Source: an optimization exercise on an open RTL-to-GDS flow (aim: small area and a short achievable clock period). Production flows keep margins and buffers that such runs may drop.
The RTL was checked by simulation tests, not by an equivalence proof against the original design.

==> flow/run.sh <==
#!/bin/bash
# synth_recipe.tcl (not shown) runs the flow's synth.tcl, then flattens the netlist and writes it again
# the make line also repeats each setting of config.mk as NAME=value (left out here)
make -C /OpenROAD-flow-scripts/flow DESIGN_CONFIG=/design/flow/config.mk WORK_HOME=/design/flow/orfs CLKGATE_MAP_FILE= SYNTH_SCRIPT=/design/flow/synth_recipe.tcl finish
==> flow/config.mk <==
export PLATFORM = sky130hd
export DESIGN_NAME = matrix_mul_sa_pipe
export DESIGN_NICKNAME = matrix_mul_sa_pipe
export VERILOG_FILES = /design/flow/design.v
export SDC_FILE = /design/flow/constraint.sdc
export NUM_CORES = 4
export LEC_CHECK = 0
export CAP_MARGIN = 20
export CORE_MARGIN = 2
export CORE_UTILIZATION = 40
export SLEW_MARGIN = 20
==> flow/constraint.sdc <==
create_clock -name core_clock -period 5.5 [get_ports {clk}]
set_input_delay 1.1000 -clock core_clock [delete_from_list [all_inputs] [get_ports {clk}]]
set_output_delay 1.1000 -clock core_clock [all_outputs]
set_load 0.01 [all_outputs]
==> flow/design.v <==
module pe#(
parameter DW = 8
)(
input clk,
input rst_n,
input clr,
input signed[DW-1:0] x_i,y_i,
output signed[DW-1:0] x_o,y_o,
output signed[2*DW:0] pe_out
);
reg signed[DW-1:0] x_reg,y_reg;
reg signed[2*DW:0] pe_reg;
wire signed[2*DW-1:0] x_mul_y = x_i * y_i ;
wire signed[2*DW:0] pe_t = x_mul_y + pe_reg;
always @(posedge clk , negedge rst_n )
	begin
		if (!rst_n) begin
			pe_reg <= 0;
			x_reg <= 0;
			y_reg <= 0;
			end
			else if (clr) begin
				pe_reg <= 0;
				x_reg <= 0;
				y_reg <= 0;
				end 
				else begin
					pe_reg <= pe_t;
					x_reg <= x_i;
					y_reg <= y_i;
					end
	end
assign x_o = x_reg;
assign y_o = y_reg;
assign pe_out = pe_reg;
endmodule
module matrix_mul_sa_pipe#(
parameter DW = 8
)(
input 				clk,
input 				rst_n,
input				start,
input signed[DW-1:0]		x_1,x_2,x_3,y_1,y_2,y_3,
output				p11_v,p1221_v,p132231_v,p3223_v,p33_v,
output signed[2*DW:0]	p_1_1,p_1_2,p_1_3,p_2_1,p_2_2,p_2_3,p_3_1,p_3_2,p_3_3
);
reg[3:0] counter,counter_1,counter_2,counter_3,counter_4;
wire signed[2*DW:0]	p_1_1_t,p_1_2_t,p_1_3_t,p_2_1_t,p_2_2_t,p_2_3_t,p_3_1_t,p_3_2_t,p_3_3_t;
wire signed[DW-1:0] p11_x,p11_y;
wire signed[DW-1:0] p12_x,p12_y;
wire signed[DW-1:0] p21_x,p21_y;
wire signed[DW-1:0] p22_x,p22_y;
wire signed[DW-1:0] p31_x;
wire signed[DW-1:0] p32_x;
wire signed[DW-1:0] p13_y;
wire signed[DW-1:0] p23_y;
always @(posedge clk , negedge rst_n)
	begin
		if (!rst_n) begin
		counter <= 0;
		counter_1 <= 0;
		counter_2 <= 0;
		counter_3 <= 0;
		counter_4 <= 0;
		end
			else if (start) 
				begin
				    counter_1 <= counter;
					counter_2 <= counter_1;
					counter_3 <= counter_2;
					counter_4 <= counter_3;
				if (counter == 3)
					counter <= 0;
						else
							counter <= counter + 1;
				end
				else
				counter <= 0;
end
assign p11_v = (counter == 3);
assign p1221_v = (counter_1 == 3);
assign p132231_v = (counter_2 == 3);
assign p3223_v = (counter_3 == 3);
assign p33_v = (counter_4 == 3);
wire p11_clr = (counter == 3) ;
wire p1221_clr = (counter_1 == 3);
wire p132231_clr = (counter_2 == 3);
wire p3223_clr = (counter_3 == 3);
wire p33_clr =  (counter_4 == 3);
pe#(.DW(DW))
    pe_11
    (
    .clk(clk),
    .rst_n(rst_n),
    .clr(p11_clr),
    .x_i(x_1),
    .y_i(y_1),
    .x_o(p11_x),
    .y_o(p11_y),
    .pe_out(p_1_1_t)
    );
pe#(.DW(DW))
    pe_12
    (
    .clk(clk),
    .rst_n(rst_n),
    .clr(p1221_clr),
    .x_i(p11_x),
    .y_i(y_2),
    .x_o(p12_x),
    .y_o(p12_y),
    .pe_out(p_1_2_t)
    );
pe#(.DW(DW))
    pe_13
    (
    .clk(clk),
    .rst_n(rst_n),
    .clr(p132231_clr),
    .x_i(p12_x),
    .y_i(y_3),
    .x_o(),
    .y_o(p13_y),
    .pe_out(p_1_3_t)
    );
pe#(.DW(DW))
    pe_21
    (
    .clk(clk),
    .rst_n(rst_n),
    .clr(p1221_clr),
    .x_i(x_2),
    .y_i(p11_y),
    .x_o(p21_x),
    .y_o(p21_y),
    .pe_out(p_2_1_t)
    );
pe#(.DW(DW))
    pe_22
    (
    .clk(clk),
    .rst_n(rst_n),
    .clr(p132231_clr),
    .x_i(p21_x),
    .y_i(p12_y),
    .x_o(p22_x),
    .y_o(p22_y),
    .pe_out(p_2_2_t)
    );
pe#(.DW(DW))
    pe_23
    (
    .clk(clk),
    .rst_n(rst_n),
    .clr(p3223_clr),
    .x_i(p22_x),
    .y_i(p13_y),
    .x_o(),
    .y_o(p23_y),
    .pe_out(p_2_3_t)
    );
pe#(.DW(DW))
    pe_31
    (
    .clk(clk),
    .rst_n(rst_n),
    .clr(p132231_clr),
    .x_i(x_3),
    .y_i(p21_y),
    .x_o(p31_x),
    .y_o(),
    .pe_out(p_3_1_t)
    );
pe#(.DW(DW))
    pe_32
    (
    .clk(clk),
    .rst_n(rst_n),
    .clr(p3223_clr),
    .x_i(p31_x),
    .y_i(p22_y),
    .x_o(p32_x),
    .y_o(),
    .pe_out(p_3_2_t)
    );
pe#(.DW(DW))
    pe_33
    (
    .clk(clk),
    .rst_n(rst_n),
    .clr(p33_clr),
    .x_i(p32_x),
    .y_i(p23_y),
    .x_o(),
    .y_o(),
    .pe_out(p_3_3_t)
    );
assign p_1_1 = (p11_v) ? p_1_1_t : 17'sb0;
assign p_1_2 = (p1221_v) ? p_1_2_t : 17'sb0;
assign p_1_3 = (p132231_v) ? p_1_3_t : 17'sb0;
assign p_2_1 = (p1221_v) ? p_2_1_t : 17'sb0;
assign p_2_2 = (p132231_v) ? p_2_2_t : 17'sb0;
assign p_2_3 = (p3223_v) ? p_2_3_t : 17'sb0;
assign p_3_1 = (p132231_v) ? p_3_1_t : 17'sb0;
assign p_3_2 = (p3223_v) ? p_3_2_t : 17'sb0;
assign p_3_3 = (p33_v) ? p_3_3_t : 17'sb0;
endmodule
==> run_results.csv <==
group,metric,value,unit
critical_path,end_kind,"flip-flop",
global_routing,grt_overflow,0,
status,status,"no timing/DRC/antenna violations",
clocking,clk_pin_slew,60,ps
floorplanning,ios,209,
synth,syn_area_per_cell,10.2,sq um
timing,grt_setup_unrepaired,"yes",
detailed_routing,ant_nets,0,
clocking,insertion_delay,590,ps
critical_path,path_class,"input port to flip-flop",
floorplanning,die-area,94600,sq um
synth,yosysSeqAreaShare,0.183,
timing,slew_viol_final,0,
detailed_routing,firstDrtPassIters,5,
clocking,cts-root-buf,"clkbuf_16",
global_routing,grt_usage,0.191,
synth,synth-compound-area-share,0.0448,
synth,synth-edff-count,0,
synth,synth_xor_xnor_area_share,0.0333,
clocking,cts_hold_buf,0,
timing,period_share,0.966,
critical_path,path_max_fanout,4,
synth,synth-adder-area-share,0.491,
floorplanning,chipHeight,308,microns
synth,synthMuxAreaShare,0.00547,
global_routing,grt_max_degree,98,
critical_path,crit_chain,"clkdlybuf4s50_1, and2_2, inv_1, fa_1, inv_1, fa_1, fa_1, fa_1, fa_1, ha_1, o21a_1, o31a_1, o21a_1, o211ai_1, nand3_1, nor3b_1",
final_layout,fin_util,0.474,
placement,place.detailed.hpwl,71300,microns
global_routing,grt_pass1_wl,144000,microns
placement,io_buffers,208,
synth,synthFlopType,"dfrtp_1",
critical_path,cpMostUsedCell,"fa_1",
floorplanning,die_x,308,microns
synth,syn_area,36900,sq um
critical_path,cpPeakStageDelay,580,ps
critical_path,critPathBufInv,3,
floorplanning,core,91500,sq um
floorplanning,placementRows,111,
timing,max_slew_margin,0.355,
synth,synth_seq_cells,269,
synth,synthTopCellsByArea,"fa_1 (37%), dfrtp_1 (18%), ha_1 (12%)",
global_routing,antenna_found_initial,5,
synth,netlist_instances,3623,
floorplanning,start_util,0.403,
synth,yosys.area_share.simple,0.160,
detailed_routing,dr_total_vias,24800,
timing,max_freq,188,MHz
detailed_routing,via_per_inst,4.73,
final_layout,synthToLayoutAreaGrowth,17.7,%
placement,gp_congestion,0.861,
synth,ys_async_sr_fraction,1.00,
global_routing,grt_pass1_vias,27800,
timing,hold_viol_final,0,
critical_path,crit_arrival,5740,ps
synth,synth_top_area_cell,"fa_1",
final_layout,n_antenna_cell,0,
synth,synth_common_cells,"inv_1 (720), fa_1 (684), and2_1 (441)",
run,maxCapViolCount,0,
clocking,cts_tree,"built",
critical_path,slowest_stage,"clkdlybuf4s50_1",
critical_path,worstSetupStartpointType,"input port",
final_layout,drive_gt1_frac,0.0853,
clocking,cts_sinks,269,
detailed_routing,wirelength,84200,microns
critical_path,path_delay_family,"adder cells",
timing,worstMarginPinSlew,964,ps
final_layout,nets,5111,
detailed_routing,wl_per_cell,16.1,microns
timing,setup_viol,0,
synth,yosysMostFrequentCell,"inv_1",
synth,synth_top_family_by_area,"adder cells",
worst_hold_path,min_path_type,"flip-flop to flip-flop",
final_layout,nFillCells,8567,
synth,syn_nets,4710,
timing,fin_crit,5310,ps
synth,ys_warn_count,2,
clocking,htreeDepth,2,
detailed_routing,drcViolationCount,0,
synth,synth.top_cell.area_share,0.372,
clocking,clock_path_buffers,3,
clocking,cts_made_buffers,40,
timing,finClkSkew,27.2,ps
timing,fin_tns_setup,0,ps
detailed_routing,drtIter0Drc,1055,
synth,ys_types,50,
critical_path,required,5930,ps
## cell type report
| cell class | count | area [sq um] | share of cell area |
|---|---|---|---|
| clock inverters | 23 | 294 | 0.00678 |
| multi-input cells | 2539 | 27100 | 0.624 |
| repair buffers | 444 | 3940 | 0.0909 |
| flip-flops and latches | 269 | 6730 | 0.155 |
| well taps | 1186 | 1480 | 0.0342 |
| inverters | 730 | 2740 | 0.0632 |
| clock buffers | 50 | 1100 | 0.0253 |
## worst paths after layout
check | cells past startpoint | start | end | slack (ps)
max in group asynchronous | 2 | rst_n | pe_21.pe_reg[0] | 3920
min in group asynchronous | 1 | rst_n | pe_33.pe_reg[14] | 590
worst max register to register | 13 | pe_32.x_reg[7] | pe_33.pe_reg[15] | 410
worst max-delay path | 16 | y_2[0] | pe_12.pe_reg[16] | 190
worst min-delay path | 1 | counter[0] | counter[0] | 500
worst min register to register | 1 | counter[0] | counter[0] | 500
## cells in the final DEF, fill, tap and decap left out, drive strengths merged, types with 39 or more instances in the layout
cell,synthesis,layout
inv,720,726
fa,684,684
and2,441,441
ha,352,352
dfrtp,269,269
buf,3,237
nand2,234,234
clkdlybuf4s50,0,203
nor2,175,175
nor2b,107,107
xnor2,106,106
a21oi,59,59
clkbuf,82,50
o21a,42,42
nor3,39,39
## per-stage QoR
step           instances  setup WS (ps)  cell area (sq um)  hold slack [ps]
2_1_floorplan       3623          -31.8              36900              455
3_3_place_gp        5168           -392              42000              495
3_5_place_dp        5168           -424              42000              497
4_1_cts             5241            188              43400              506
5_1_grt             5241          -7.27              43400              518
6_report            5241            189              43400              500
## repair_timing
action / 4_1_cts / 5_1_grt
setup endpoints to repair: 0 / 5
gates resized for setup: 0 / 6
setup buffers: 0 / 0
endpoints found under the hold margin: 0 / 0
## logic make-up after synthesis
logic type      count (synthesis)
simple gates                 1106
fa+ha+maj                    1036
buf+inv                       815
flops                         269
compound gates                239
xor+xnor                      140
mux                            18
## routing by layer
metal	track usage	vias to the layer above	share of wire
met2	0.328	357	0.49
met1	0.252	12500	0.44
li1	-	11800	-
met4	0.0549	6	0.029
met3	0.0277	116	0.037
met5	0	-	0.00039

[re-timing with driven ports]
The flow's constraints put no driver on any port. The routed layout listed below was extracted and timed again, unchanged, in two steps. Step 1 sets driving cells, clkbuf_16 on the clock port and buf_2 on the other inputs (assumed; they add their load-dependent delay and slew). Step 2 times the ports against the registers' clock, not the clock port: input delays grow and output delays shrink by t, the midpoint of the rising clock arrivals with the driver on. a / b / c = no drivers / after step 1 / after step 2; a / b = the first two.
t (ns): 0.645
setup slack, ns: 0.189 / 0.206 / -0.439
clock arrival spread, ns: 0.028 / 0.028
Met with ideal ports but missed after step 2: setup timing in this run. For this run, drivers alone change the setup slack by +0.017 ns; drivers and shift together by -0.628 ns.
